Source: an optimization exercise on an open RTL-to-GDS flow (aim: small area, a short achievable clock period and few clock cycles per item). Production flows keep margins and buffers that such runs may drop. No functional check of the RTL was part of any run shown here.

File: flow/design.v
module sqrt_head (
    input  logic [15:0] x,
    output logic [8:0] q,      
    output logic [10:0] r       
);
    wire [2:0] a0 = {1'b0, x[15:14]};
    wire [2:0] o0 = 3'b111;   
    wire [2:0] g0_0 = a0 & o0;
    wire [2:0] p0_0 = a0 | o0;
    wire [2:0] g0_1, p0_1;
    assign g0_1[0] = g0_0[0];
    assign p0_1[0] = p0_0[0];
    assign g0_1[1] = g0_0[1] | (p0_0[1] & g0_0[0]);
    assign p0_1[1] = p0_0[1] & p0_0[0];
    assign g0_1[2] = g0_0[2];
    assign p0_1[2] = p0_0[2];
    wire [2:0] g0_2, p0_2;
    assign g0_2[0] = g0_1[0];
    assign p0_2[0] = p0_1[0];
    assign g0_2[1] = g0_1[1];
    assign p0_2[1] = p0_1[1];
    assign g0_2[2] = g0_1[2] | (p0_1[2] & g0_1[1]);
    assign p0_2[2] = p0_1[2] & p0_1[1];
    wire [2:0] r1 = a0 ^ o0 ^ {g0_2[1:0], 1'b0};
    wire [0:0] q1 = ~r1[2];
    wire [3:0] a1 = {r1[1:0], x[13:12]};
    wire [3:0] o1 = {q1[0], q1 ^ q1[0], 2'b11};
    wire [3:0] g1_0 = a1 & o1;
    wire [3:0] p1_0 = a1 | o1;
    wire [3:0] g1_1, p1_1;
    assign g1_1[0] = g1_0[0];
    assign p1_1[0] = p1_0[0];
    assign g1_1[1] = g1_0[1] | (p1_0[1] & g1_0[0]);
    assign p1_1[1] = p1_0[1] & p1_0[0];
    assign g1_1[2] = g1_0[2];
    assign p1_1[2] = p1_0[2];
    assign g1_1[3] = g1_0[3] | (p1_0[3] & g1_0[2]);
    assign p1_1[3] = p1_0[3] & p1_0[2];
    wire [3:0] g1_2, p1_2;
    assign g1_2[0] = g1_1[0];
    assign p1_2[0] = p1_1[0];
    assign g1_2[1] = g1_1[1];
    assign p1_2[1] = p1_1[1];
    assign g1_2[2] = g1_1[2] | (p1_1[2] & g1_1[1]);
    assign p1_2[2] = p1_1[2] & p1_1[1];
    assign g1_2[3] = g1_1[3] | (p1_1[3] & g1_1[1]);
    assign p1_2[3] = p1_1[3] & p1_1[1];
    wire [3:0] r2 = a1 ^ o1 ^ {g1_2[2:0], 1'b0};
    wire [1:0] q2 = {q1, ~r2[3]};
    wire [4:0] a2 = {r2[2:0], x[11:10]};
    wire [4:0] o2 = {q2[0], q2 ^ {2{q2[0]}}, 2'b11};
    wire [4:0] g2_0 = a2 & o2;
    wire [4:0] p2_0 = a2 | o2;
    wire [4:0] g2_1, p2_1;
    assign g2_1[0] = g2_0[0];
    assign p2_1[0] = p2_0[0];
    assign g2_1[1] = g2_0[1] | (p2_0[1] & g2_0[0]);
    assign p2_1[1] = p2_0[1] & p2_0[0];
    assign g2_1[2] = g2_0[2];
    assign p2_1[2] = p2_0[2];
    assign g2_1[3] = g2_0[3] | (p2_0[3] & g2_0[2]);
    assign p2_1[3] = p2_0[3] & p2_0[2];
    assign g2_1[4] = g2_0[4];
    assign p2_1[4] = p2_0[4];
    wire [4:0] g2_2, p2_2;
    assign g2_2[0] = g2_1[0];
    assign p2_2[0] = p2_1[0];
    assign g2_2[1] = g2_1[1];
    assign p2_2[1] = p2_1[1];
    assign g2_2[2] = g2_1[2] | (p2_1[2] & g2_1[1]);
    assign p2_2[2] = p2_1[2] & p2_1[1];
    assign g2_2[3] = g2_1[3] | (p2_1[3] & g2_1[1]);
    assign p2_2[3] = p2_1[3] & p2_1[1];
    assign g2_2[4] = g2_1[4];
    assign p2_2[4] = p2_1[4];
    wire [4:0] g2_3, p2_3;
    assign g2_3[0] = g2_2[0];
    assign p2_3[0] = p2_2[0];
    assign g2_3[1] = g2_2[1];
    assign p2_3[1] = p2_2[1];
    assign g2_3[2] = g2_2[2];
    assign p2_3[2] = p2_2[2];
    assign g2_3[3] = g2_2[3];
    assign p2_3[3] = p2_2[3];
    assign g2_3[4] = g2_2[4] | (p2_2[4] & g2_2[3]);
    assign p2_3[4] = p2_2[4] & p2_2[3];
    wire [4:0] r3 = a2 ^ o2 ^ {g2_3[3:0], 1'b0};
    wire [2:0] q3 = {q2, ~r3[4]};
    wire [5:0] a3 = {r3[3:0], x[9:8]};
    wire [5:0] o3 = {q3[0], q3 ^ {3{q3[0]}}, 2'b11};
    wire [5:0] g3_0 = a3 & o3;
    wire [5:0] p3_0 = a3 | o3;
    wire [5:0] g3_1, p3_1;
    assign g3_1[0] = g3_0[0];
    assign p3_1[0] = p3_0[0];
    assign g3_1[1] = g3_0[1] | (p3_0[1] & g3_0[0]);
    assign p3_1[1] = p3_0[1] & p3_0[0];
    assign g3_1[2] = g3_0[2];
    assign p3_1[2] = p3_0[2];
    assign g3_1[3] = g3_0[3] | (p3_0[3] & g3_0[2]);
    assign p3_1[3] = p3_0[3] & p3_0[2];
    assign g3_1[4] = g3_0[4];
    assign p3_1[4] = p3_0[4];
    assign g3_1[5] = g3_0[5] | (p3_0[5] & g3_0[4]);
    assign p3_1[5] = p3_0[5] & p3_0[4];
    wire [5:0] g3_2, p3_2;
    assign g3_2[0] = g3_1[0];
    assign p3_2[0] = p3_1[0];
    assign g3_2[1] = g3_1[1];
    assign p3_2[1] = p3_1[1];
    assign g3_2[2] = g3_1[2] | (p3_1[2] & g3_1[1]);
    assign p3_2[2] = p3_1[2] & p3_1[1];
    assign g3_2[3] = g3_1[3] | (p3_1[3] & g3_1[1]);
    assign p3_2[3] = p3_1[3] & p3_1[1];
    assign g3_2[4] = g3_1[4];
    assign p3_2[4] = p3_1[4];
    assign g3_2[5] = g3_1[5];
    assign p3_2[5] = p3_1[5];
    wire [5:0] g3_3, p3_3;
    assign g3_3[0] = g3_2[0];
    assign p3_3[0] = p3_2[0];
    assign g3_3[1] = g3_2[1];
    assign p3_3[1] = p3_2[1];
    assign g3_3[2] = g3_2[2];
    assign p3_3[2] = p3_2[2];
    assign g3_3[3] = g3_2[3];
    assign p3_3[3] = p3_2[3];
    assign g3_3[4] = g3_2[4] | (p3_2[4] & g3_2[3]);
    assign p3_3[4] = p3_2[4] & p3_2[3];
    assign g3_3[5] = g3_2[5] | (p3_2[5] & g3_2[3]);
    assign p3_3[5] = p3_2[5] & p3_2[3];
    wire [5:0] r4 = a3 ^ o3 ^ {g3_3[4:0], 1'b0};
    wire [3:0] q4 = {q3, ~r4[5]};
    wire [6:0] a4 = {r4[4:0], x[7:6]};
    wire [6:0] o4 = {q4[0], q4 ^ {4{q4[0]}}, 2'b11};
    wire [6:0] g4_0 = a4 & o4;
    wire [6:0] p4_0 = a4 | o4;
    wire [6:0] g4_1, p4_1;
    assign g4_1[0] = g4_0[0];
    assign p4_1[0] = p4_0[0];
    assign g4_1[1] = g4_0[1] | (p4_0[1] & g4_0[0]);
    assign p4_1[1] = p4_0[1] & p4_0[0];
    assign g4_1[2] = g4_0[2];
    assign p4_1[2] = p4_0[2];
    assign g4_1[3] = g4_0[3] | (p4_0[3] & g4_0[2]);
    assign p4_1[3] = p4_0[3] & p4_0[2];
    assign g4_1[4] = g4_0[4];
    assign p4_1[4] = p4_0[4];
    assign g4_1[5] = g4_0[5] | (p4_0[5] & g4_0[4]);
    assign p4_1[5] = p4_0[5] & p4_0[4];
    assign g4_1[6] = g4_0[6];
    assign p4_1[6] = p4_0[6];
    wire [6:0] g4_2, p4_2;
    assign g4_2[0] = g4_1[0];
    assign p4_2[0] = p4_1[0];
    assign g4_2[1] = g4_1[1];
    assign p4_2[1] = p4_1[1];
    assign g4_2[2] = g4_1[2] | (p4_1[2] & g4_1[1]);
    assign p4_2[2] = p4_1[2] & p4_1[1];
    assign g4_2[3] = g4_1[3] | (p4_1[3] & g4_1[1]);
    assign p4_2[3] = p4_1[3] & p4_1[1];
    assign g4_2[4] = g4_1[4];
    assign p4_2[4] = p4_1[4];
    assign g4_2[5] = g4_1[5];
    assign p4_2[5] = p4_1[5];
    assign g4_2[6] = g4_1[6] | (p4_1[6] & g4_1[5]);
    assign p4_2[6] = p4_1[6] & p4_1[5];
    wire [6:0] g4_3, p4_3;
    assign g4_3[0] = g4_2[0];
    assign p4_3[0] = p4_2[0];
    assign g4_3[1] = g4_2[1];
    assign p4_3[1] = p4_2[1];
    assign g4_3[2] = g4_2[2];
    assign p4_3[2] = p4_2[2];
    assign g4_3[3] = g4_2[3];
    assign p4_3[3] = p4_2[3];
    assign g4_3[4] = g4_2[4] | (p4_2[4] & g4_2[3]);
    assign p4_3[4] = p4_2[4] & p4_2[3];
    assign g4_3[5] = g4_2[5] | (p4_2[5] & g4_2[3]);
    assign p4_3[5] = p4_2[5] & p4_2[3];
    assign g4_3[6] = g4_2[6] | (p4_2[6] & g4_2[3]);
    assign p4_3[6] = p4_2[6] & p4_2[3];
    wire [6:0] r5 = a4 ^ o4 ^ {g4_3[5:0], 1'b0};
    wire [4:0] q5 = {q4, ~r5[6]};
    wire [7:0] a5 = {r5[5:0], x[5:4]};
    wire [7:0] o5 = {q5[0], q5 ^ {5{q5[0]}}, 2'b11};
    wire [7:0] g5_0 = a5 & o5;
    wire [7:0] p5_0 = a5 | o5;
    wire [7:0] g5_1, p5_1;
    assign g5_1[0] = g5_0[0];
    assign p5_1[0] = p5_0[0];
    assign g5_1[1] = g5_0[1] | (p5_0[1] & g5_0[0]);
    assign p5_1[1] = p5_0[1] & p5_0[0];
    assign g5_1[2] = g5_0[2];
    assign p5_1[2] = p5_0[2];
    assign g5_1[3] = g5_0[3] | (p5_0[3] & g5_0[2]);
    assign p5_1[3] = p5_0[3] & p5_0[2];
    assign g5_1[4] = g5_0[4];
    assign p5_1[4] = p5_0[4];
    assign g5_1[5] = g5_0[5] | (p5_0[5] & g5_0[4]);
    assign p5_1[5] = p5_0[5] & p5_0[4];
    assign g5_1[6] = g5_0[6];
    assign p5_1[6] = p5_0[6];
    assign g5_1[7] = g5_0[7] | (p5_0[7] & g5_0[6]);
    assign p5_1[7] = p5_0[7] & p5_0[6];
    wire [7:0] g5_2, p5_2;
    assign g5_2[0] = g5_1[0];
    assign p5_2[0] = p5_1[0];
    assign g5_2[1] = g5_1[1];
    assign p5_2[1] = p5_1[1];
    assign g5_2[2] = g5_1[2] | (p5_1[2] & g5_1[1]);
    assign p5_2[2] = p5_1[2] & p5_1[1];
    assign g5_2[3] = g5_1[3] | (p5_1[3] & g5_1[1]);
    assign p5_2[3] = p5_1[3] & p5_1[1];
    assign g5_2[4] = g5_1[4];
    assign p5_2[4] = p5_1[4];
    assign g5_2[5] = g5_1[5];
    assign p5_2[5] = p5_1[5];
    assign g5_2[6] = g5_1[6] | (p5_1[6] & g5_1[5]);
    assign p5_2[6] = p5_1[6] & p5_1[5];
    assign g5_2[7] = g5_1[7] | (p5_1[7] & g5_1[5]);
    assign p5_2[7] = p5_1[7] & p5_1[5];
    wire [7:0] g5_3, p5_3;
    assign g5_3[0] = g5_2[0];
    assign p5_3[0] = p5_2[0];
    assign g5_3[1] = g5_2[1];
    assign p5_3[1] = p5_2[1];
    assign g5_3[2] = g5_2[2];
    assign p5_3[2] = p5_2[2];
    assign g5_3[3] = g5_2[3];
    assign p5_3[3] = p5_2[3];
    assign g5_3[4] = g5_2[4] | (p5_2[4] & g5_2[3]);
    assign p5_3[4] = p5_2[4] & p5_2[3];
    assign g5_3[5] = g5_2[5] | (p5_2[5] & g5_2[3]);
    assign p5_3[5] = p5_2[5] & p5_2[3];
    assign g5_3[6] = g5_2[6] | (p5_2[6] & g5_2[3]);
    assign p5_3[6] = p5_2[6] & p5_2[3];
    assign g5_3[7] = g5_2[7] | (p5_2[7] & g5_2[3]);
    assign p5_3[7] = p5_2[7] & p5_2[3];
    wire [7:0] r6 = a5 ^ o5 ^ {g5_3[6:0], 1'b0};
    wire [5:0] q6 = {q5, ~r6[7]};
    wire [8:0] a6 = {r6[6:0], x[3:2]};
    wire [8:0] o6 = {q6[0], q6 ^ {6{q6[0]}}, 2'b11};
    wire [8:0] g6_0 = a6 & o6;
    wire [8:0] p6_0 = a6 | o6;
    wire [8:0] g6_1, p6_1;
    assign g6_1[0] = g6_0[0];
    assign p6_1[0] = p6_0[0];
    assign g6_1[1] = g6_0[1] | (p6_0[1] & g6_0[0]);
    assign p6_1[1] = p6_0[1] & p6_0[0];
    assign g6_1[2] = g6_0[2];
    assign p6_1[2] = p6_0[2];
    assign g6_1[3] = g6_0[3] | (p6_0[3] & g6_0[2]);
    assign p6_1[3] = p6_0[3] & p6_0[2];
    assign g6_1[4] = g6_0[4];
    assign p6_1[4] = p6_0[4];
    assign g6_1[5] = g6_0[5] | (p6_0[5] & g6_0[4]);
    assign p6_1[5] = p6_0[5] & p6_0[4];
    assign g6_1[6] = g6_0[6];
    assign p6_1[6] = p6_0[6];
    assign g6_1[7] = g6_0[7] | (p6_0[7] & g6_0[6]);
    assign p6_1[7] = p6_0[7] & p6_0[6];
    assign g6_1[8] = g6_0[8];
    assign p6_1[8] = p6_0[8];
    wire [8:0] g6_2, p6_2;
    assign g6_2[0] = g6_1[0];
    assign p6_2[0] = p6_1[0];
    assign g6_2[1] = g6_1[1];
    assign p6_2[1] = p6_1[1];
    assign g6_2[2] = g6_1[2] | (p6_1[2] & g6_1[1]);
    assign p6_2[2] = p6_1[2] & p6_1[1];
    assign g6_2[3] = g6_1[3] | (p6_1[3] & g6_1[1]);
    assign p6_2[3] = p6_1[3] & p6_1[1];
    assign g6_2[4] = g6_1[4];
    assign p6_2[4] = p6_1[4];
    assign g6_2[5] = g6_1[5];
    assign p6_2[5] = p6_1[5];
    assign g6_2[6] = g6_1[6] | (p6_1[6] & g6_1[5]);
    assign p6_2[6] = p6_1[6] & p6_1[5];
    assign g6_2[7] = g6_1[7] | (p6_1[7] & g6_1[5]);
    assign p6_2[7] = p6_1[7] & p6_1[5];
    assign g6_2[8] = g6_1[8];
    assign p6_2[8] = p6_1[8];
    wire [8:0] g6_3, p6_3;
    assign g6_3[0] = g6_2[0];
    assign p6_3[0] = p6_2[0];
    assign g6_3[1] = g6_2[1];
    assign p6_3[1] = p6_2[1];
    assign g6_3[2] = g6_2[2];
    assign p6_3[2] = p6_2[2];
    assign g6_3[3] = g6_2[3];
    assign p6_3[3] = p6_2[3];
    assign g6_3[4] = g6_2[4] | (p6_2[4] & g6_2[3]);
    assign p6_3[4] = p6_2[4] & p6_2[3];
    assign g6_3[5] = g6_2[5] | (p6_2[5] & g6_2[3]);
    assign p6_3[5] = p6_2[5] & p6_2[3];
    assign g6_3[6] = g6_2[6] | (p6_2[6] & g6_2[3]);
    assign p6_3[6] = p6_2[6] & p6_2[3];
    assign g6_3[7] = g6_2[7] | (p6_2[7] & g6_2[3]);
    assign p6_3[7] = p6_2[7] & p6_2[3];
    assign g6_3[8] = g6_2[8];
    assign p6_3[8] = p6_2[8];
    wire [8:0] g6_4, p6_4;
    assign g6_4[0] = g6_3[0];
    assign p6_4[0] = p6_3[0];
    assign g6_4[1] = g6_3[1];
    assign p6_4[1] = p6_3[1];
    assign g6_4[2] = g6_3[2];
    assign p6_4[2] = p6_3[2];
    assign g6_4[3] = g6_3[3];
    assign p6_4[3] = p6_3[3];
    assign g6_4[4] = g6_3[4];
    assign p6_4[4] = p6_3[4];
    assign g6_4[5] = g6_3[5];
    assign p6_4[5] = p6_3[5];
    assign g6_4[6] = g6_3[6];
    assign p6_4[6] = p6_3[6];
    assign g6_4[7] = g6_3[7];
    assign p6_4[7] = p6_3[7];
    assign g6_4[8] = g6_3[8] | (p6_3[8] & g6_3[7]);
    assign p6_4[8] = p6_3[8] & p6_3[7];
    wire [8:0] r7 = a6 ^ o6 ^ {g6_4[7:0], 1'b0};
    wire [6:0] q7 = {q6, ~r7[8]};
    wire [9:0] a7 = {r7[7:0], x[1:0]};
    wire [9:0] o7 = {q7[0], q7 ^ {7{q7[0]}}, 2'b11};
    wire [9:0] g7_0 = a7 & o7;
    wire [9:0] p7_0 = a7 | o7;
    wire [9:0] g7_1, p7_1;
    assign g7_1[0] = g7_0[0];
    assign p7_1[0] = p7_0[0];
    assign g7_1[1] = g7_0[1] | (p7_0[1] & g7_0[0]);
    assign p7_1[1] = p7_0[1] & p7_0[0];
    assign g7_1[2] = g7_0[2];
    assign p7_1[2] = p7_0[2];
    assign g7_1[3] = g7_0[3] | (p7_0[3] & g7_0[2]);
    assign p7_1[3] = p7_0[3] & p7_0[2];
    assign g7_1[4] = g7_0[4];
    assign p7_1[4] = p7_0[4];
    assign g7_1[5] = g7_0[5] | (p7_0[5] & g7_0[4]);
    assign p7_1[5] = p7_0[5] & p7_0[4];
    assign g7_1[6] = g7_0[6];
    assign p7_1[6] = p7_0[6];
    assign g7_1[7] = g7_0[7] | (p7_0[7] & g7_0[6]);
    assign p7_1[7] = p7_0[7] & p7_0[6];
    assign g7_1[8] = g7_0[8];
    assign p7_1[8] = p7_0[8];
    assign g7_1[9] = g7_0[9] | (p7_0[9] & g7_0[8]);
    assign p7_1[9] = p7_0[9] & p7_0[8];
    wire [9:0] g7_2, p7_2;
    assign g7_2[0] = g7_1[0];
    assign p7_2[0] = p7_1[0];
    assign g7_2[1] = g7_1[1];
    assign p7_2[1] = p7_1[1];
    assign g7_2[2] = g7_1[2] | (p7_1[2] & g7_1[1]);
    assign p7_2[2] = p7_1[2] & p7_1[1];
    assign g7_2[3] = g7_1[3] | (p7_1[3] & g7_1[1]);
    assign p7_2[3] = p7_1[3] & p7_1[1];
    assign g7_2[4] = g7_1[4];
    assign p7_2[4] = p7_1[4];
    assign g7_2[5] = g7_1[5];
    assign p7_2[5] = p7_1[5];
    assign g7_2[6] = g7_1[6] | (p7_1[6] & g7_1[5]);
    assign p7_2[6] = p7_1[6] & p7_1[5];
    assign g7_2[7] = g7_1[7] | (p7_1[7] & g7_1[5]);
    assign p7_2[7] = p7_1[7] & p7_1[5];
    assign g7_2[8] = g7_1[8];
    assign p7_2[8] = p7_1[8];
    assign g7_2[9] = g7_1[9];
    assign p7_2[9] = p7_1[9];
    wire [9:0] g7_3, p7_3;
    assign g7_3[0] = g7_2[0];
    assign p7_3[0] = p7_2[0];
    assign g7_3[1] = g7_2[1];
    assign p7_3[1] = p7_2[1];
    assign g7_3[2] = g7_2[2];
    assign p7_3[2] = p7_2[2];
    assign g7_3[3] = g7_2[3];
    assign p7_3[3] = p7_2[3];
    assign g7_3[4] = g7_2[4] | (p7_2[4] & g7_2[3]);
    assign p7_3[4] = p7_2[4] & p7_2[3];
    assign g7_3[5] = g7_2[5] | (p7_2[5] & g7_2[3]);
    assign p7_3[5] = p7_2[5] & p7_2[3];
    assign g7_3[6] = g7_2[6] | (p7_2[6] & g7_2[3]);
    assign p7_3[6] = p7_2[6] & p7_2[3];
    assign g7_3[7] = g7_2[7] | (p7_2[7] & g7_2[3]);
    assign p7_3[7] = p7_2[7] & p7_2[3];
    assign g7_3[8] = g7_2[8];
    assign p7_3[8] = p7_2[8];
    assign g7_3[9] = g7_2[9];
    assign p7_3[9] = p7_2[9];
    wire [9:0] g7_4, p7_4;
    assign g7_4[0] = g7_3[0];
    assign p7_4[0] = p7_3[0];
    assign g7_4[1] = g7_3[1];
    assign p7_4[1] = p7_3[1];
    assign g7_4[2] = g7_3[2];
    assign p7_4[2] = p7_3[2];
    assign g7_4[3] = g7_3[3];
    assign p7_4[3] = p7_3[3];
    assign g7_4[4] = g7_3[4];
    assign p7_4[4] = p7_3[4];
    assign g7_4[5] = g7_3[5];
    assign p7_4[5] = p7_3[5];
    assign g7_4[6] = g7_3[6];
    assign p7_4[6] = p7_3[6];
    assign g7_4[7] = g7_3[7];
    assign p7_4[7] = p7_3[7];
    assign g7_4[8] = g7_3[8] | (p7_3[8] & g7_3[7]);
    assign p7_4[8] = p7_3[8] & p7_3[7];
    assign g7_4[9] = g7_3[9] | (p7_3[9] & g7_3[7]);
    assign p7_4[9] = p7_3[9] & p7_3[7];
    wire [9:0] r8 = a7 ^ o7 ^ {g7_4[8:0], 1'b0};
    wire [7:0] q8 = {q7, ~r8[9]};
    wire [10:0] a8 = {r8[8:0], 2'b00};
    wire [10:0] o8 = {q8[0], q8 ^ {8{q8[0]}}, 2'b11};
    wire [10:0] g8_0 = a8 & o8;
    wire [10:0] p8_0 = a8 | o8;
    wire [10:0] g8_1, p8_1;
    assign g8_1[0] = g8_0[0];
    assign p8_1[0] = p8_0[0];
    assign g8_1[1] = g8_0[1] | (p8_0[1] & g8_0[0]);
    assign p8_1[1] = p8_0[1] & p8_0[0];
    assign g8_1[2] = g8_0[2];
    assign p8_1[2] = p8_0[2];
    assign g8_1[3] = g8_0[3] | (p8_0[3] & g8_0[2]);
    assign p8_1[3] = p8_0[3] & p8_0[2];
    assign g8_1[4] = g8_0[4];
    assign p8_1[4] = p8_0[4];
    assign g8_1[5] = g8_0[5] | (p8_0[5] & g8_0[4]);
    assign p8_1[5] = p8_0[5] & p8_0[4];
    assign g8_1[6] = g8_0[6];
    assign p8_1[6] = p8_0[6];
    assign g8_1[7] = g8_0[7] | (p8_0[7] & g8_0[6]);
    assign p8_1[7] = p8_0[7] & p8_0[6];
    assign g8_1[8] = g8_0[8];
    assign p8_1[8] = p8_0[8];
    assign g8_1[9] = g8_0[9] | (p8_0[9] & g8_0[8]);
    assign p8_1[9] = p8_0[9] & p8_0[8];
    assign g8_1[10] = g8_0[10];
    assign p8_1[10] = p8_0[10];
    wire [10:0] g8_2, p8_2;
    assign g8_2[0] = g8_1[0];
    assign p8_2[0] = p8_1[0];
    assign g8_2[1] = g8_1[1];
    assign p8_2[1] = p8_1[1];
    assign g8_2[2] = g8_1[2] | (p8_1[2] & g8_1[1]);
    assign p8_2[2] = p8_1[2] & p8_1[1];
    assign g8_2[3] = g8_1[3] | (p8_1[3] & g8_1[1]);
    assign p8_2[3] = p8_1[3] & p8_1[1];
    assign g8_2[4] = g8_1[4];
    assign p8_2[4] = p8_1[4];
    assign g8_2[5] = g8_1[5];
    assign p8_2[5] = p8_1[5];
    assign g8_2[6] = g8_1[6] | (p8_1[6] & g8_1[5]);
    assign p8_2[6] = p8_1[6] & p8_1[5];
    assign g8_2[7] = g8_1[7] | (p8_1[7] & g8_1[5]);
    assign p8_2[7] = p8_1[7] & p8_1[5];
    assign g8_2[8] = g8_1[8];
    assign p8_2[8] = p8_1[8];
    assign g8_2[9] = g8_1[9];
    assign p8_2[9] = p8_1[9];
    assign g8_2[10] = g8_1[10] | (p8_1[10] & g8_1[9]);
    assign p8_2[10] = p8_1[10] & p8_1[9];
    wire [10:0] g8_3, p8_3;
    assign g8_3[0] = g8_2[0];
    assign p8_3[0] = p8_2[0];
    assign g8_3[1] = g8_2[1];
    assign p8_3[1] = p8_2[1];
    assign g8_3[2] = g8_2[2];
    assign p8_3[2] = p8_2[2];
    assign g8_3[3] = g8_2[3];
    assign p8_3[3] = p8_2[3];
    assign g8_3[4] = g8_2[4] | (p8_2[4] & g8_2[3]);
    assign p8_3[4] = p8_2[4] & p8_2[3];
    assign g8_3[5] = g8_2[5] | (p8_2[5] & g8_2[3]);
    assign p8_3[5] = p8_2[5] & p8_2[3];
    assign g8_3[6] = g8_2[6] | (p8_2[6] & g8_2[3]);
    assign p8_3[6] = p8_2[6] & p8_2[3];
    assign g8_3[7] = g8_2[7] | (p8_2[7] & g8_2[3]);
    assign p8_3[7] = p8_2[7] & p8_2[3];
    assign g8_3[8] = g8_2[8];
    assign p8_3[8] = p8_2[8];
    assign g8_3[9] = g8_2[9];
    assign p8_3[9] = p8_2[9];
    assign g8_3[10] = g8_2[10];
    assign p8_3[10] = p8_2[10];
    wire [10:0] g8_4, p8_4;
    assign g8_4[0] = g8_3[0];
    assign p8_4[0] = p8_3[0];
    assign g8_4[1] = g8_3[1];
    assign p8_4[1] = p8_3[1];
    assign g8_4[2] = g8_3[2];
    assign p8_4[2] = p8_3[2];
    assign g8_4[3] = g8_3[3];
    assign p8_4[3] = p8_3[3];
    assign g8_4[4] = g8_3[4];
    assign p8_4[4] = p8_3[4];
    assign g8_4[5] = g8_3[5];
    assign p8_4[5] = p8_3[5];
    assign g8_4[6] = g8_3[6];
    assign p8_4[6] = p8_3[6];
    assign g8_4[7] = g8_3[7];
    assign p8_4[7] = p8_3[7];
    assign g8_4[8] = g8_3[8] | (p8_3[8] & g8_3[7]);
    assign p8_4[8] = p8_3[8] & p8_3[7];
    assign g8_4[9] = g8_3[9] | (p8_3[9] & g8_3[7]);
    assign p8_4[9] = p8_3[9] & p8_3[7];
    assign g8_4[10] = g8_3[10] | (p8_3[10] & g8_3[7]);
    assign p8_4[10] = p8_3[10] & p8_3[7];
    wire [10:0] r9 = a8 ^ o8 ^ {g8_4[9:0], 1'b0};
    wire [8:0] q9 = {q8, ~r9[10]};
    assign q = q9;
    assign r = r9;
endmodule
module sqrt_tail (
    input  logic [8:0] q,
    input  logic [10:0] r,
    output logic [11:0] root
);
    wire [11:0] a9 = {r[9:0], 2'b00};
    wire [11:0] o9 = {q[0], q ^ {9{q[0]}}, 2'b11};
    wire [11:0] g9_0 = a9 & o9;
    wire [11:0] p9_0 = a9 | o9;
    wire [11:0] g9_1, p9_1;
    assign g9_1[0] = g9_0[0];
    assign p9_1[0] = p9_0[0];
    assign g9_1[1] = g9_0[1] | (p9_0[1] & g9_0[0]);
    assign p9_1[1] = p9_0[1] & p9_0[0];
    assign g9_1[2] = g9_0[2];
    assign p9_1[2] = p9_0[2];
    assign g9_1[3] = g9_0[3] | (p9_0[3] & g9_0[2]);
    assign p9_1[3] = p9_0[3] & p9_0[2];
    assign g9_1[4] = g9_0[4];
    assign p9_1[4] = p9_0[4];
    assign g9_1[5] = g9_0[5] | (p9_0[5] & g9_0[4]);
    assign p9_1[5] = p9_0[5] & p9_0[4];
    assign g9_1[6] = g9_0[6];
    assign p9_1[6] = p9_0[6];
    assign g9_1[7] = g9_0[7] | (p9_0[7] & g9_0[6]);
    assign p9_1[7] = p9_0[7] & p9_0[6];
    assign g9_1[8] = g9_0[8];
    assign p9_1[8] = p9_0[8];
    assign g9_1[9] = g9_0[9] | (p9_0[9] & g9_0[8]);
    assign p9_1[9] = p9_0[9] & p9_0[8];
    assign g9_1[10] = g9_0[10];
    assign p9_1[10] = p9_0[10];
    assign g9_1[11] = g9_0[11] | (p9_0[11] & g9_0[10]);
    assign p9_1[11] = p9_0[11] & p9_0[10];
    wire [11:0] g9_2, p9_2;
    assign g9_2[0] = g9_1[0];
    assign p9_2[0] = p9_1[0];
    assign g9_2[1] = g9_1[1];
    assign p9_2[1] = p9_1[1];
    assign g9_2[2] = g9_1[2] | (p9_1[2] & g9_1[1]);
    assign p9_2[2] = p9_1[2] & p9_1[1];
    assign g9_2[3] = g9_1[3] | (p9_1[3] & g9_1[1]);
    assign p9_2[3] = p9_1[3] & p9_1[1];
    assign g9_2[4] = g9_1[4];
    assign p9_2[4] = p9_1[4];
    assign g9_2[5] = g9_1[5];
    assign p9_2[5] = p9_1[5];
    assign g9_2[6] = g9_1[6] | (p9_1[6] & g9_1[5]);
    assign p9_2[6] = p9_1[6] & p9_1[5];
    assign g9_2[7] = g9_1[7] | (p9_1[7] & g9_1[5]);
    assign p9_2[7] = p9_1[7] & p9_1[5];
    assign g9_2[8] = g9_1[8];
    assign p9_2[8] = p9_1[8];
    assign g9_2[9] = g9_1[9];
    assign p9_2[9] = p9_1[9];
    assign g9_2[10] = g9_1[10] | (p9_1[10] & g9_1[9]);
    assign p9_2[10] = p9_1[10] & p9_1[9];
    assign g9_2[11] = g9_1[11] | (p9_1[11] & g9_1[9]);
    assign p9_2[11] = p9_1[11] & p9_1[9];
    wire [11:0] g9_3, p9_3;
    assign g9_3[0] = g9_2[0];
    assign p9_3[0] = p9_2[0];
    assign g9_3[1] = g9_2[1];
    assign p9_3[1] = p9_2[1];
    assign g9_3[2] = g9_2[2];
    assign p9_3[2] = p9_2[2];
    assign g9_3[3] = g9_2[3];
    assign p9_3[3] = p9_2[3];
    assign g9_3[4] = g9_2[4] | (p9_2[4] & g9_2[3]);
    assign p9_3[4] = p9_2[4] & p9_2[3];
    assign g9_3[5] = g9_2[5] | (p9_2[5] & g9_2[3]);
    assign p9_3[5] = p9_2[5] & p9_2[3];
    assign g9_3[6] = g9_2[6] | (p9_2[6] & g9_2[3]);
    assign p9_3[6] = p9_2[6] & p9_2[3];
    assign g9_3[7] = g9_2[7] | (p9_2[7] & g9_2[3]);
    assign p9_3[7] = p9_2[7] & p9_2[3];
    assign g9_3[8] = g9_2[8];
    assign p9_3[8] = p9_2[8];
    assign g9_3[9] = g9_2[9];
    assign p9_3[9] = p9_2[9];
    assign g9_3[10] = g9_2[10];
    assign p9_3[10] = p9_2[10];
    assign g9_3[11] = g9_2[11];
    assign p9_3[11] = p9_2[11];
    wire [11:0] g9_4, p9_4;
    assign g9_4[0] = g9_3[0];
    assign p9_4[0] = p9_3[0];
    assign g9_4[1] = g9_3[1];
    assign p9_4[1] = p9_3[1];
    assign g9_4[2] = g9_3[2];
    assign p9_4[2] = p9_3[2];
    assign g9_4[3] = g9_3[3];
    assign p9_4[3] = p9_3[3];
    assign g9_4[4] = g9_3[4];
    assign p9_4[4] = p9_3[4];
    assign g9_4[5] = g9_3[5];
    assign p9_4[5] = p9_3[5];
    assign g9_4[6] = g9_3[6];
    assign p9_4[6] = p9_3[6];
    assign g9_4[7] = g9_3[7];
    assign p9_4[7] = p9_3[7];
    assign g9_4[8] = g9_3[8] | (p9_3[8] & g9_3[7]);
    assign p9_4[8] = p9_3[8] & p9_3[7];
    assign g9_4[9] = g9_3[9] | (p9_3[9] & g9_3[7]);
    assign p9_4[9] = p9_3[9] & p9_3[7];
    assign g9_4[10] = g9_3[10] | (p9_3[10] & g9_3[7]);
    assign p9_4[10] = p9_3[10] & p9_3[7];
    assign g9_4[11] = g9_3[11] | (p9_3[11] & g9_3[7]);
    assign p9_4[11] = p9_3[11] & p9_3[7];
    wire [11:0] r10 = a9 ^ o9 ^ {g9_4[10:0], 1'b0};
    wire [9:0] q10 = {q, ~r10[11]};
    wire [12:0] a10 = {r10[10:0], 2'b00};
    wire [12:0] o10 = {q10[0], q10 ^ {10{q10[0]}}, 2'b11};
    wire [12:0] g10_0 = a10 & o10;
    wire [12:0] p10_0 = a10 | o10;
    wire [12:0] g10_1, p10_1;
    assign g10_1[0] = g10_0[0];
    assign p10_1[0] = p10_0[0];
    assign g10_1[1] = g10_0[1] | (p10_0[1] & g10_0[0]);
    assign p10_1[1] = p10_0[1] & p10_0[0];
    assign g10_1[2] = g10_0[2];
    assign p10_1[2] = p10_0[2];
    assign g10_1[3] = g10_0[3] | (p10_0[3] & g10_0[2]);
    assign p10_1[3] = p10_0[3] & p10_0[2];
    assign g10_1[4] = g10_0[4];
    assign p10_1[4] = p10_0[4];
    assign g10_1[5] = g10_0[5] | (p10_0[5] & g10_0[4]);
    assign p10_1[5] = p10_0[5] & p10_0[4];
    assign g10_1[6] = g10_0[6];
    assign p10_1[6] = p10_0[6];
    assign g10_1[7] = g10_0[7] | (p10_0[7] & g10_0[6]);
    assign p10_1[7] = p10_0[7] & p10_0[6];
    assign g10_1[8] = g10_0[8];
    assign p10_1[8] = p10_0[8];
    assign g10_1[9] = g10_0[9] | (p10_0[9] & g10_0[8]);
    assign p10_1[9] = p10_0[9] & p10_0[8];
    assign g10_1[10] = g10_0[10];
    assign p10_1[10] = p10_0[10];
    assign g10_1[11] = g10_0[11] | (p10_0[11] & g10_0[10]);
    assign p10_1[11] = p10_0[11] & p10_0[10];
    assign g10_1[12] = g10_0[12];
    assign p10_1[12] = p10_0[12];
    wire [12:0] g10_2, p10_2;
    assign g10_2[0] = g10_1[0];
    assign p10_2[0] = p10_1[0];
    assign g10_2[1] = g10_1[1];
    assign p10_2[1] = p10_1[1];
    assign g10_2[2] = g10_1[2] | (p10_1[2] & g10_1[1]);
    assign p10_2[2] = p10_1[2] & p10_1[1];
    assign g10_2[3] = g10_1[3] | (p10_1[3] & g10_1[1]);
    assign p10_2[3] = p10_1[3] & p10_1[1];
    assign g10_2[4] = g10_1[4];
    assign p10_2[4] = p10_1[4];
    assign g10_2[5] = g10_1[5];
    assign p10_2[5] = p10_1[5];
    assign g10_2[6] = g10_1[6] | (p10_1[6] & g10_1[5]);
    assign p10_2[6] = p10_1[6] & p10_1[5];
    assign g10_2[7] = g10_1[7] | (p10_1[7] & g10_1[5]);
    assign p10_2[7] = p10_1[7] & p10_1[5];
    assign g10_2[8] = g10_1[8];
    assign p10_2[8] = p10_1[8];
    assign g10_2[9] = g10_1[9];
    assign p10_2[9] = p10_1[9];
    assign g10_2[10] = g10_1[10] | (p10_1[10] & g10_1[9]);
    assign p10_2[10] = p10_1[10] & p10_1[9];
    assign g10_2[11] = g10_1[11] | (p10_1[11] & g10_1[9]);
    assign p10_2[11] = p10_1[11] & p10_1[9];
    assign g10_2[12] = g10_1[12];
    assign p10_2[12] = p10_1[12];
    wire [12:0] g10_3, p10_3;
    assign g10_3[0] = g10_2[0];
    assign p10_3[0] = p10_2[0];
    assign g10_3[1] = g10_2[1];
    assign p10_3[1] = p10_2[1];
    assign g10_3[2] = g10_2[2];
    assign p10_3[2] = p10_2[2];
    assign g10_3[3] = g10_2[3];
    assign p10_3[3] = p10_2[3];
    assign g10_3[4] = g10_2[4] | (p10_2[4] & g10_2[3]);
    assign p10_3[4] = p10_2[4] & p10_2[3];
    assign g10_3[5] = g10_2[5] | (p10_2[5] & g10_2[3]);
    assign p10_3[5] = p10_2[5] & p10_2[3];
    assign g10_3[6] = g10_2[6] | (p10_2[6] & g10_2[3]);
    assign p10_3[6] = p10_2[6] & p10_2[3];
    assign g10_3[7] = g10_2[7] | (p10_2[7] & g10_2[3]);
    assign p10_3[7] = p10_2[7] & p10_2[3];
    assign g10_3[8] = g10_2[8];
    assign p10_3[8] = p10_2[8];
    assign g10_3[9] = g10_2[9];
    assign p10_3[9] = p10_2[9];
    assign g10_3[10] = g10_2[10];
    assign p10_3[10] = p10_2[10];
    assign g10_3[11] = g10_2[11];
    assign p10_3[11] = p10_2[11];
    assign g10_3[12] = g10_2[12] | (p10_2[12] & g10_2[11]);
    assign p10_3[12] = p10_2[12] & p10_2[11];
    wire [12:0] g10_4, p10_4;
    assign g10_4[0] = g10_3[0];
    assign p10_4[0] = p10_3[0];
    assign g10_4[1] = g10_3[1];
    assign p10_4[1] = p10_3[1];
    assign g10_4[2] = g10_3[2];
    assign p10_4[2] = p10_3[2];
    assign g10_4[3] = g10_3[3];
    assign p10_4[3] = p10_3[3];
    assign g10_4[4] = g10_3[4];
    assign p10_4[4] = p10_3[4];
    assign g10_4[5] = g10_3[5];
    assign p10_4[5] = p10_3[5];
    assign g10_4[6] = g10_3[6];
    assign p10_4[6] = p10_3[6];
    assign g10_4[7] = g10_3[7];
    assign p10_4[7] = p10_3[7];
    assign g10_4[8] = g10_3[8] | (p10_3[8] & g10_3[7]);
    assign p10_4[8] = p10_3[8] & p10_3[7];
    assign g10_4[9] = g10_3[9] | (p10_3[9] & g10_3[7]);
    assign p10_4[9] = p10_3[9] & p10_3[7];
    assign g10_4[10] = g10_3[10] | (p10_3[10] & g10_3[7]);
    assign p10_4[10] = p10_3[10] & p10_3[7];
    assign g10_4[11] = g10_3[11] | (p10_3[11] & g10_3[7]);
    assign p10_4[11] = p10_3[11] & p10_3[7];
    assign g10_4[12] = g10_3[12] | (p10_3[12] & g10_3[7]);
    assign p10_4[12] = p10_3[12] & p10_3[7];
    wire [12:0] r11 = a10 ^ o10 ^ {g10_4[11:0], 1'b0};
    wire [10:0] q11 = {q10, ~r11[12]};
    wire [13:0] a11 = {r11[11:0], 2'b00};
    wire [13:0] o11 = {q11[0], q11 ^ {11{q11[0]}}, 2'b11};
    wire [13:0] g11_0 = a11 & o11;
    wire [13:0] p11_0 = a11 | o11;
    wire [13:0] g11_1, p11_1;
    assign g11_1[0] = g11_0[0];
    assign p11_1[0] = p11_0[0];
    assign g11_1[1] = g11_0[1] | (p11_0[1] & g11_0[0]);
    assign p11_1[1] = p11_0[1] & p11_0[0];
    assign g11_1[2] = g11_0[2];
    assign p11_1[2] = p11_0[2];
    assign g11_1[3] = g11_0[3] | (p11_0[3] & g11_0[2]);
    assign p11_1[3] = p11_0[3] & p11_0[2];
    assign g11_1[4] = g11_0[4];
    assign p11_1[4] = p11_0[4];
    assign g11_1[5] = g11_0[5] | (p11_0[5] & g11_0[4]);
    assign p11_1[5] = p11_0[5] & p11_0[4];
    assign g11_1[6] = g11_0[6];
    assign p11_1[6] = p11_0[6];
    assign g11_1[7] = g11_0[7] | (p11_0[7] & g11_0[6]);
    assign p11_1[7] = p11_0[7] & p11_0[6];
    assign g11_1[8] = g11_0[8];
    assign p11_1[8] = p11_0[8];
    assign g11_1[9] = g11_0[9] | (p11_0[9] & g11_0[8]);
    assign p11_1[9] = p11_0[9] & p11_0[8];
    assign g11_1[10] = g11_0[10];
    assign p11_1[10] = p11_0[10];
    assign g11_1[11] = g11_0[11] | (p11_0[11] & g11_0[10]);
    assign p11_1[11] = p11_0[11] & p11_0[10];
    assign g11_1[12] = g11_0[12];
    assign p11_1[12] = p11_0[12];
    assign g11_1[13] = g11_0[13] | (p11_0[13] & g11_0[12]);
    assign p11_1[13] = p11_0[13] & p11_0[12];
    wire [13:0] g11_2, p11_2;
    assign g11_2[0] = g11_1[0];
    assign p11_2[0] = p11_1[0];
    assign g11_2[1] = g11_1[1];
    assign p11_2[1] = p11_1[1];
    assign g11_2[2] = g11_1[2] | (p11_1[2] & g11_1[1]);
    assign p11_2[2] = p11_1[2] & p11_1[1];
    assign g11_2[3] = g11_1[3] | (p11_1[3] & g11_1[1]);
    assign p11_2[3] = p11_1[3] & p11_1[1];
    assign g11_2[4] = g11_1[4];
    assign p11_2[4] = p11_1[4];
    assign g11_2[5] = g11_1[5];
    assign p11_2[5] = p11_1[5];
    assign g11_2[6] = g11_1[6] | (p11_1[6] & g11_1[5]);
    assign p11_2[6] = p11_1[6] & p11_1[5];
    assign g11_2[7] = g11_1[7] | (p11_1[7] & g11_1[5]);
    assign p11_2[7] = p11_1[7] & p11_1[5];
    assign g11_2[8] = g11_1[8];
    assign p11_2[8] = p11_1[8];
    assign g11_2[9] = g11_1[9];
    assign p11_2[9] = p11_1[9];
    assign g11_2[10] = g11_1[10] | (p11_1[10] & g11_1[9]);
    assign p11_2[10] = p11_1[10] & p11_1[9];
    assign g11_2[11] = g11_1[11] | (p11_1[11] & g11_1[9]);
    assign p11_2[11] = p11_1[11] & p11_1[9];
    assign g11_2[12] = g11_1[12];
    assign p11_2[12] = p11_1[12];
    assign g11_2[13] = g11_1[13];
    assign p11_2[13] = p11_1[13];
    wire [13:0] g11_3, p11_3;
    assign g11_3[0] = g11_2[0];
    assign p11_3[0] = p11_2[0];
    assign g11_3[1] = g11_2[1];
    assign p11_3[1] = p11_2[1];
    assign g11_3[2] = g11_2[2];
    assign p11_3[2] = p11_2[2];
    assign g11_3[3] = g11_2[3];
    assign p11_3[3] = p11_2[3];
    assign g11_3[4] = g11_2[4] | (p11_2[4] & g11_2[3]);
    assign p11_3[4] = p11_2[4] & p11_2[3];
    assign g11_3[5] = g11_2[5] | (p11_2[5] & g11_2[3]);
    assign p11_3[5] = p11_2[5] & p11_2[3];
    assign g11_3[6] = g11_2[6] | (p11_2[6] & g11_2[3]);
    assign p11_3[6] = p11_2[6] & p11_2[3];
    assign g11_3[7] = g11_2[7] | (p11_2[7] & g11_2[3]);
    assign p11_3[7] = p11_2[7] & p11_2[3];
    assign g11_3[8] = g11_2[8];
    assign p11_3[8] = p11_2[8];
    assign g11_3[9] = g11_2[9];
    assign p11_3[9] = p11_2[9];
    assign g11_3[10] = g11_2[10];
    assign p11_3[10] = p11_2[10];
    assign g11_3[11] = g11_2[11];
    assign p11_3[11] = p11_2[11];
    assign g11_3[12] = g11_2[12] | (p11_2[12] & g11_2[11]);
    assign p11_3[12] = p11_2[12] & p11_2[11];
    assign g11_3[13] = g11_2[13] | (p11_2[13] & g11_2[11]);
    assign p11_3[13] = p11_2[13] & p11_2[11];
    wire [13:0] g11_4, p11_4;
    assign g11_4[0] = g11_3[0];
    assign p11_4[0] = p11_3[0];
    assign g11_4[1] = g11_3[1];
    assign p11_4[1] = p11_3[1];
    assign g11_4[2] = g11_3[2];
    assign p11_4[2] = p11_3[2];
    assign g11_4[3] = g11_3[3];
    assign p11_4[3] = p11_3[3];
    assign g11_4[4] = g11_3[4];
    assign p11_4[4] = p11_3[4];
    assign g11_4[5] = g11_3[5];
    assign p11_4[5] = p11_3[5];
    assign g11_4[6] = g11_3[6];
    assign p11_4[6] = p11_3[6];
    assign g11_4[7] = g11_3[7];
    assign p11_4[7] = p11_3[7];
    assign g11_4[8] = g11_3[8] | (p11_3[8] & g11_3[7]);
    assign p11_4[8] = p11_3[8] & p11_3[7];
    assign g11_4[9] = g11_3[9] | (p11_3[9] & g11_3[7]);
    assign p11_4[9] = p11_3[9] & p11_3[7];
    assign g11_4[10] = g11_3[10] | (p11_3[10] & g11_3[7]);
    assign p11_4[10] = p11_3[10] & p11_3[7];
    assign g11_4[11] = g11_3[11] | (p11_3[11] & g11_3[7]);
    assign p11_4[11] = p11_3[11] & p11_3[7];
    assign g11_4[12] = g11_3[12] | (p11_3[12] & g11_3[7]);
    assign p11_4[12] = p11_3[12] & p11_3[7];
    assign g11_4[13] = g11_3[13] | (p11_3[13] & g11_3[7]);
    assign p11_4[13] = p11_3[13] & p11_3[7];
    wire [13:0] r12 = a11 ^ o11 ^ {g11_4[12:0], 1'b0};
    wire [11:0] q12 = {q11, ~r12[13]};
    assign root = q12;
endmodule
module sqrt_binary_search (
    input  logic        clk,
    input  logic        rst,         
    input  logic        valid_in,
    input  logic [15:0] x,           
    output logic [15:0] x_sqrt,      
    output logic        valid_out
);
    logic [8:0] q_d, q_r;
    logic [10:0] r_d, r_r;
    logic        v_r;
    logic [11:0] root;
    sqrt_head head (.x(x), .q(q_d), .r(r_d));
    always_ff @(posedge clk) begin
        if (rst) v_r <= 1'b0;
        else     v_r <= valid_in;
        q_r <= q_d;
        r_r <= r_d;
    end
    sqrt_tail tail (.q(q_r), .r(r_r), .root(root));
    assign x_sqrt    = {4'd0, root};
    assign valid_out = v_r;
endmodule
File: flow/flow/run.sh
#!/bin/bash
# The standard layout (standard.sh), with these changes:
#  - synthesis: no adder-cell mapping (ADDER_MAP_FILE empty), so ABC maps the
#    adders from plain gates instead of the slow ha/fa cells, and the final ABC
#    mapping uses flow/abc_iter.script (see flow/synth_iter.tcl);
#  - buf_2 cells as the port buffers (buffer_ports otherwise picks the slow
#    clkdlybuf4s50_1);
#  - setup repair only resizes cells (SETUP_MOVE_SEQUENCE=sizeup).
set -e
here=$(pwd)
export ADDER_MAP_FILE=
export BUFFER_PORTS_ARGS="-buffer_cell sky130_fd_sc_hd__buf_2"
export SETUP_MOVE_SEQUENCE=sizeup
bash standard.sh SYNTH_SCRIPT=$here/flow/synth_iter.tcl finish > standard.log 2>&1
File: flow/flow/abc_iter.script
strash
dch
map -B 0.9
strash
dch
map -B 0.9
strash
dch
map -B 0.9
strash
dch
map -B 0.9
strash
dch
map -B 0.9
strash
dch
map -B 0.9
strash
dch
map -B 0.9
strash
dch
map -B 0.9 -D 4300
topo
stime -c
buffer -c
upsize -c -D 4300
dnsize -c -D 4300
File: flow/flow/synth_iter.tcl
# The standard flow's synthesis (synth_recipe.tcl, which sources ORFS's synth.tcl) with one
# change: the final technology mapping runs ABC with abc_iter.script, which
# repeats ORFS's area script's strash/dch/map round 8 times, the last one and the sizing
# aimed at a 4300 ps delay target (area recovery below it).
# Everything before it (synth -nofsm -noshare, flip-flop mapping) and after it
# (flatten, renames) is the standard flow's own, so the registers are the standard ones.
set ::abc_iter_script [file normalize [file join [file dirname [info script]] abc_iter.script]]
set ::synth_recipe_tcl [file normalize [file join [file dirname [info script]] .. synth_recipe.tcl]]
proc abc {args} {
  set i [lsearch -exact $args -script]
  if {$i >= 0} { lset args [expr {$i + 1}] $::abc_iter_script }
  puts "abc: mapping with $::abc_iter_script"
  yosys abc {*}$args
}
source $::synth_recipe_tcl
File: flow/standard.sh
#!/bin/bash
# synth_recipe.tcl (not shown) runs the flow's synth.tcl, then flattens the netlist and writes it again
# the make line also repeats each setting of config.mk as NAME=value (left out here)
make -C /OpenROAD-flow-scripts/flow DESIGN_CONFIG=/design/flow/config.mk WORK_HOME=/design/flow/orfs CLKGATE_MAP_FILE= SYNTH_SCRIPT=/design/flow/synth_recipe.tcl "${@:-finish}"
File: flow/config.mk
export PLATFORM = sky130hd
export DESIGN_NAME = sqrt_binary_search
export DESIGN_NICKNAME = sqrt_binary_search
export VERILOG_FILES = /design/flow/design.v
export SDC_FILE = /design/flow/constraint.sdc
export NUM_CORES = 4
export LEC_CHECK = 0
export ABC_AREA = 1
export CAP_MARGIN = 20
export CORE_MARGIN = 2
export CORE_UTILIZATION = 40
export PLACE_DENSITY = 0.85
export SETUP_SLACK_MARGIN = 3.5
export SLEW_MARGIN = 20
export TNS_END_PERCENT = 10
File: flow/constraint.sdc
create_clock -name core_clock -period 11.0 [get_ports {clk}]
set_input_delay 2.2000 -clock core_clock [delete_from_list [all_inputs] [get_ports {clk}]]
set_output_delay 2.2000 -clock core_clock [all_outputs]
set_load 0.01 [all_outputs]
==> flow_metrics.tcl, run 1 <==
set metrics [dict create \
    outcome "complete, no violations" \
    clock_sinks 18 \
    ys_types 35 \
    grt_pass1_wl_um 12600 \
    rsz0062_at_grt "true" \
    dp_hpwl_um 6310 \
    num_io_pins 36 \
    synth-seq-cells 18 \
    drv_slew 0 \
    wl_per_cell_um 10.5 \
    drc 0 \
    max_freq_mhz 141 \
    final.min_clock_period_ns 7.08 \
    layout-drive-gt1-share_pct 23.3 \
    wirelength_um 7610 \
    cts_buffer_depth 2 \
    die_h_um 96.1 \
    dp_cells 722 \
    slowest_stage "dfxtp_4" \
    synth_cells 589 \
    htree_levels 1 \
    ys.flop_type "dfxtp_1" \
    ys_seq_area_share_pct 10.6 \
    synth_edf_count 0 \
    drt-initial-drc-count 79 \
    core_area_sq_mm 0.00822 \
    worstPathRequired_ns 8.80 \
    multi_input_area_sq_mm 0.00282 \
    io_buffer_count 31 \
    die_w_um 96.1 \
    cp.arrival_ns 4.88 \
    synth_top_area_share_pct 26.0 \
    path_common_cell "nand2_2" \
    stdcell_count 726 \
    cts_root_buf "clkbuf_8" \
    nets 641 \
    yosys.cell_count.top_type "nand2_1" \
    ant_nets 0 \
    yosysTopAreaCell "nand2_1" \
    dieArea_sq_mm 0.00923 \
    grt_start_max_net_pins 15 \
    vias 3461 \
    finalSetupViolCount 0 \
    hold_path.class "in2reg" \
    initial_core_util_pct 41.3 \
    cts_tree "yes" \
    cts_made_buffers 3 \
    overflow 0 \
    grt_pass1_vias 3095 \
    synth_warnings 1 \
    post-route-period-util_pct 64.4 \
    finalHoldViolCount 0 \
    fillers 873 \
    final.setup.tns_ns 0 \
    cts_hold_buffers 0 \
    syn_to_final_growth_pct 13.4 \
    num_antenna_cells 0 \
    regArea_sq_um 367 \
    ys_async_sr_fraction_pct 0 \
    crit_type "reg2out" \
    ys_top_cells_by_area "nand2_1 26%, dfxtp_1 11%, xor2_1 10%" \
    row_count 33 \
    gp_congestion 0.972 \
    firstDrtPassIters 4 \
    syn_area_per_cell_sq_um 5.75 \
    routed_via_density 4.77 \
    cp-end-kind "output port" \
    grt_usage_pct 16.8 \
    antenna_found_initial 0 \
    cts.clk_slew.worst_paths_ns 0.06 \
    cp-start-kind "flop" \
    slowest_delay_ns 0.42 \
    syn_area_sq_mm 0.00339 \
    cap_violations 0 \
    synthTopCellsByCount "235 x nand2_1, 68 x nand3_1, 65 x inv_1" \
    path_max_fanout 14 \
]
layout make-up:
type / instances / share of cell area, %
clock buffer: 4 / 1.43
multi-input combinational: 489 / 73.3
inverter: 77 / 7.65
timing repair buffer: 33 / 4.62
sequential: 18 / 9.54
tap: 105 / 3.42
registers in the layout (all words and copies together) (netlist names):
name,cells
r_r,8
q_r,9
v_r,1
metrics by stage:
stage | util [%] | area (sq um) | worst slack, ns | hold slack, ns
floorplan | - | 3400 | 4.38 | 2.26
global placement | 44.3 | 3640 | 3.79 | 2.36
detailed placement | 44.3 | 3640 | 3.66 | 2.36
CTS | 45.0 | 3690 | 3.58 | 2.09
global route | 46.8 | 3840 | 3.41 | 2.10
finish | 46.8 | 3840 | 3.92 | 2.09
critical path: cells and delay by family (launching register included):
kind	cells	cell delay [ns]
AOI/OAI and AO/OA	7	0.89
buffers and inverters	4	0.65
DFF	1	0.42
xor gates and xnor gates	5	0.76
and+or+nand+nor	22	1.91
metal layers:
| metal | wire length [um] | track usage [%] |
|---|---|---|
| met4 | 229 | 7.26 |
| met3 | 284 | 1.25 |
| met5 | 0 | 0 |
| met2 | 3840 | 31.8 |
| met1 | 3250 | 19.1 |
final timing paths:
| kind | end | slack (ns) | start | cells past startpoint |
|---|---|---|---|---|
| worst max-delay path | x_sqrt[0] | 3.92 | q_r[0] | 38 |
| worst min-delay path | v_r | 2.09 | rst | 2 |
kinds of logic (layout without fill, tap and decap cells):
family | after synthesis | count (layout) | share of synthesized area (%)
compound gates | 27 | 27 | 5.54
flops | 18 | 18 | 10.6
other cells | 1 | 4 | 0.111
simple gates | 386 | 386 | 54.3
buf+inv | 85 | 114 | 10.5
xor+xnor | 71 | 71 | 18.6
mux | 1 | 1 | 0.332
cells in the final DEF (no fill, tap or decap), types with 2 or more instances in the layout:
cell / netlist / final
or2_2: 11 / 9
nand2_2: 16 / 31
clkbuf_8: 0 / 4
xnor2_1: 31 / 27
o21ai_0: 4 / 3
nor2_4: 3 / 3
a21o_1: 7 / 7
a21oi_1: 2 / 2
nor2_2: 1 / 3
or2_4: 1 / 3
nand3_1: 68 / 65
buf_2: 0 / 31
inv_1: 65 / 62
inv_2: 11 / 13
a31oi_1: 2 / 2
inv_4: 1 / 2
o21ai_1: 4 / 2
conb_1: 1 / 4
nand2_1: 235 / 220
nand3_2: 14 / 17
xnor2_4: 0 / 2
nor2_1: 23 / 21
or2_1: 2 / 2
dfxtp_1: 18 / 15
o21ai_2: 1 / 4
o22ai_1: 3 / 3
xor2_1: 39 / 38
buf_6: 1 / 2
xnor2_2: 1 / 3
nand2_4: 6 / 6
nand3_4: 5 / 5
dfxtp_2: 0 / 2
repair_timing:
item                                    4_1_cts  5_1_grt
gates resized for setup                       1       42
setup buffers                                 0        0
endpoints found under the setup margin        1        3
==> run 2: changes to the inputs <==
--- a/flow/design.v
+++ b/flow/design.v
@@ -1,7 +1,7 @@
 module sqrt_head (
     input  logic [15:0] x,
-    output logic [8:0] q,      
-    output logic [10:0] r       
+    output logic [6:0] q,      
+    output logic [8:0] r       
 );
     wire [2:0] a0 = {1'b0, x[15:14]};
     wire [2:0] o0 = 3'b111;   
@@ -321,8 +321,17 @@
     assign p6_4[8] = p6_3[8] & p6_3[7];
     wire [8:0] r7 = a6 ^ o6 ^ {g6_4[7:0], 1'b0};
     wire [6:0] q7 = {q6, ~r7[8]};
-    wire [9:0] a7 = {r7[7:0], x[1:0]};
-    wire [9:0] o7 = {q7[0], q7 ^ {7{q7[0]}}, 2'b11};
+    assign q = q7;
+    assign r = r7;
+endmodule
+module sqrt_tail (
+    input  logic [6:0] q,
+    input  logic [8:0] r,
+    input  logic [1:0] xl,     
+    output logic [11:0] root
+);
+    wire [9:0] a7 = {r[7:0], xl[1:0]};
+    wire [9:0] o7 = {q[0], q ^ {7{q[0]}}, 2'b11};
     wire [9:0] g7_0 = a7 & o7;
     wire [9:0] p7_0 = a7 | o7;
     wire [9:0] g7_1, p7_1;
@@ -410,7 +419,7 @@
     assign g7_4[9] = g7_3[9] | (p7_3[9] & g7_3[7]);
     assign p7_4[9] = p7_3[9] & p7_3[7];
     wire [9:0] r8 = a7 ^ o7 ^ {g7_4[8:0], 1'b0};
-    wire [7:0] q8 = {q7, ~r8[9]};
+    wire [7:0] q8 = {q, ~r8[9]};
     wire [10:0] a8 = {r8[8:0], 2'b00};
     wire [10:0] o8 = {q8[0], q8 ^ {8{q8[0]}}, 2'b11};
     wire [10:0] g8_0 = a8 & o8;
@@ -509,16 +518,8 @@
     assign p8_4[10] = p8_3[10] & p8_3[7];
     wire [10:0] r9 = a8 ^ o8 ^ {g8_4[9:0], 1'b0};
     wire [8:0] q9 = {q8, ~r9[10]};
-    assign q = q9;
-    assign r = r9;
-endmodule
-module sqrt_tail (
-    input  logic [8:0] q,
-    input  logic [10:0] r,
-    output logic [11:0] root
-);
-    wire [11:0] a9 = {r[9:0], 2'b00};
-    wire [11:0] o9 = {q[0], q ^ {9{q[0]}}, 2'b11};
+    wire [11:0] a9 = {r9[9:0], 2'b00};
+    wire [11:0] o9 = {q9[0], q9 ^ {9{q9[0]}}, 2'b11};
     wire [11:0] g9_0 = a9 & o9;
     wire [11:0] p9_0 = a9 | o9;
     wire [11:0] g9_1, p9_1;
@@ -622,7 +623,7 @@
     assign g9_4[11] = g9_3[11] | (p9_3[11] & g9_3[7]);
     assign p9_4[11] = p9_3[11] & p9_3[7];
     wire [11:0] r10 = a9 ^ o9 ^ {g9_4[10:0], 1'b0};
-    wire [9:0] q10 = {q, ~r10[11]};
+    wire [9:0] q10 = {q9, ~r10[11]};
     wire [12:0] a10 = {r10[10:0], 2'b00};
     wire [12:0] o10 = {q10[0], q10 ^ {10{q10[0]}}, 2'b11};
     wire [12:0] g10_0 = a10 & o10;
@@ -869,8 +870,9 @@
     output logic [15:0] x_sqrt,      
     output logic        valid_out
 );
-    logic [8:0] q_d, q_r;
-    logic [10:0] r_d, r_r;
+    logic [6:0] q_d, q_r;
+    logic [8:0] r_d, r_r;
+    logic [1:0] x_r;
     logic        v_r;
     logic [11:0] root;
     sqrt_head head (.x(x), .q(q_d), .r(r_d));
@@ -879,8 +881,9 @@
         else     v_r <= valid_in;
         q_r <= q_d;
         r_r <= r_d;
+        x_r <= x[1:0];
     end
-    sqrt_tail tail (.q(q_r), .r(r_r), .root(root));
+    sqrt_tail tail (.q(q_r), .r(r_r), .xl(x_r), .root(root));
     assign x_sqrt    = {4'd0, root};
     assign valid_out = v_r;
 endmodule
==> flow/flow/abc_iter.script (replaced) <==
strash
dch
map -B 0.9
strash
dch
map -B 0.9
strash
dch
map -B 0.9
strash
dch
map -B 0.9
strash
dch
map -B 0.9
strash
dch
map -B 0.9
strash
dch
map -B 0.9
strash
dch
map -B 0.9
topo
stime -c
buffer -c
upsize -c
dnsize -c
--- a/flow/flow/synth_iter.tcl
+++ b/flow/flow/synth_iter.tcl
@@ -1,7 +1,6 @@
 # The standard flow's synthesis (synth_recipe.tcl, which sources ORFS's synth.tcl) with one
 # change: the final technology mapping runs ABC with abc_iter.script, which
-# repeats ORFS's area script's strash/dch/map round 8 times, the last one and the sizing
-# aimed at a 4300 ps delay target (area recovery below it).
+# repeats ORFS's area script's strash/dch/map round 8 times before sizing.
 # Everything before it (synth -nofsm -noshare, flip-flop mapping) and after it
 # (flatten, renames) is the standard flow's own, so the registers are the standard ones.
 set ::abc_iter_script [file normalize [file join [file dirname [info script]] abc_iter.script]]
==> flow_metrics.tcl, run 2 <==
set metrics [dict create \
    outcome "complete, no violations" \
    gp_congestion 0.965 \
    vias 4156 \
    post-route-period-util_pct 68.3 \
    synth-seq-cells 18 \
    syn_to_final_growth_pct 26.4 \
    grt_pass1_wl_um 15400 \
    wirelength_um 10300 \
    yosysTopAreaCell "nand2_1" \
    cts_root_buf "clkbuf_8" \
    worstPathRequired_ns 8.80 \
    num_antenna_cells 0 \
    cts_buffer_depth 2 \
    core_area_sq_mm 0.00876 \
    wl_per_cell_um 12.8 \
    reg_top3 "r_r: 8 flops, q_r: 7 flops, x_r: 2 flops" \
    drt-initial-drc-count 196 \
    ys_top_cells_by_area "nand2_1 27%, nand3_1 13%, dfxtp_1 9.9%" \
    grt_pass1_vias 3672 \
    synth_warnings 1 \
    row_count 34 \
    ys_types 38 \
    dp_hpwl_um 7260 \
    num_io_pins 36 \
    syn_area_per_cell_sq_um 5.42 \
    cp.arrival_ns 5.31 \
    antenna_found_initial 0 \
    final_common_cell "nand2_1" \
    syn_area_sq_mm 0.00363 \
    path_common_cell "nand2_1" \
    nets 720 \
    routed_via_density 5.14 \
    ys.flop_type "dfxtp_1" \
    cts_tree "yes" \
    fillers 872 \
    max_flop_register "r_r" \
    cp-start-kind "flop" \
    synthTopCellsByCount "257 x nand2_1, 91 x nand3_1, 85 x inv_1" \
    crit_type "reg2out" \
    hold_path.class "in2reg" \
    synth_cells 670 \
    initial_core_util_pct 41.5 \
    grt_start_max_net_pins 14 \
    io_buffer_count 31 \
    final.setup.tns_ns 0 \
    cp-end-kind "output port" \
    slowest_stage "dfxtp_4" \
    clock_sinks 18 \
    cap_violations 0 \
    finalHoldViolCount 0 \
    finalSetupViolCount 0 \
    slowest_delay_ns 0.52 \
    ys_async_sr_fraction_pct 0 \
    drv_slew 0 \
    synth_top_area_share_pct 26.5 \
    htree_levels 1 \
    pre_cts_slack_ns 3.39 \
    synth_edf_count 0 \
    ys_seq_area_share_pct 9.92 \
    firstDrtPassIters 6 \
    die_w_um 99.3 \
    grt_usage_pct 18.2 \
    cts_made_buffers 3 \
    ant_nets 0 \
    layout-drive-gt1-share_pct 28.7 \
    yosys.cell_count.top_type "nand2_1" \
    drc 0 \
    dieArea_sq_mm 0.00986 \
    die_h_um 99.3 \
    rsz0062_at_grt "true" \
    largest_register_ff_count 8 \
    final.min_clock_period_ns 7.51 \
    path_max_fanout 13 \
    finalWorstSetupSlack_ns 3.49 \
    cts.clk_slew.worst_paths_ns 0.07 \
    cts_setup_buffers 0 \
    overflow 0 \
    layout_common_cells "212 x nand2_1, 83 x inv_1, 65 x nand3_1, 40 x nand2_2, 36 x xor2_1" \
    max_freq_mhz 133 \
]
-- run 2: changes by cell type in the layout (fill, tap and decap cells not counted), moves of 8 or more --
cell | before | now
nand2_2 | 31 | 40
nand2_8 | 0 | 8
inv_1 | 62 | 83
nand3_2 | 17 | 27
xnor2_1 | 27 | 15
nand2_4 | 6 | 30
nand2_1 | 220 | 212
nor2_1 | 21 | 34
-- run 2: cell type report --
type / instances / area [sq um] / share of cell area, %
multi-input combinational: 555 / 3510 / 76.4
inverter: 92 / 358 / 7.79
clock buffer: 4 / 55.1 / 1.20
tap: 108 / 135 / 2.94
timing repair buffer: 31 / 155 / 3.38
sequential: 18 / 382 / 8.31
-- run 2: what timing repair did --
| action | 4_1_cts | 5_1_grt |
|---|---|---|
| setup endpoints to repair | 1 | 2 |
| hold buffers | 0 | 0 |
| resized for setup | 14 | 146 |
-- run 2: kinds of logic (layout without fill, tap and decap cells) --
group | after synthesis | after routing | share of synthesized area (%)
muxes | 1 | 1 | 0.310
DFF | 18 | 18 | 9.92
buffers and inverters | 100 | 127 | 11.2
xor gates and xnor gates | 56 | 56 | 13.7
AOI/OAI and AO/OA | 33 | 33 | 5.61
other | 1 | 4 | 0.103
and+or+nand+nor | 461 | 461 | 59.2
-- run 2: stage by stage --
stage                     hold WS [ns]  util (%)  instances  area, sq um
final                             2.05      52.4        808         4590
after global routing              2.04      52.4        808         4590
after CTS                         2.05      45.3        808         3970
after detailed placement          2.31      44.2        804         3870
after global placement            2.30      44.2        804         3870
after floorplan                   2.23         -        673         3640
-- run 2: final timing paths --
check    from         to  slack (ns)  cells past startpoint
min      x[1]     x_r[1]        2.05                      1
max    q_r[0]  x_sqrt[0]        3.49                     48
-- run 2: worst max-delay path: cells and delay by family, from the launching register on --
family | cells | cell delay (ns)
AND/OR/NAND/NOR | 45 | 4.11
flip-flops | 1 | 0.52
buffers and inverters | 2 | 0.22
AO/OA/AOI/OAI | 1 | 0.20
-- run 2: layer usage --
metal  track usage [%]  wire length (um)
met1              23.1              4270
met2              33.2              5330
met3              1.34               377
met4              4.85               351
met5                 0                 0

-- port drivers added, routing unchanged --
In the flow no input, the clock included, has a driving cell. The finished layouts below were timed again as built, in two steps. Step 1 (the two cells are an assumption about what drives the block):
set clk [get_ports {clk}]
set_driving_cell -lib_cell sky130_fd_sc_hd__clkbuf_16 $clk
set_driving_cell -lib_cell sky130_fd_sc_hd__buf_2 [delete_from_list [all_inputs] $clk]
Step 2 also shifts input and output timing later by t, the mid clock arrival at the registers, as if the neighbouring blocks saw the same clock. Slacks: ideal / step 1 / step 2; pairs: ideal / step 1.
| run | shift t [ns] | slack for setup (ns) | slew at the worst register clock pin (ns) |
|---|---|---|---|
| run 1 | 0.276 | 3.916 / 3.889 / 3.861 | 0.06 / 0.06 |
| run 2 | 0.269 | 3.490 / 3.470 / 3.739 | 0.07 / 0.07 |
After both steps setup and hold are still met in every run listed. For run 1, which loses most, drivers alone change the setup slack by -0.027 ns; drivers and shift together by -0.055 ns.
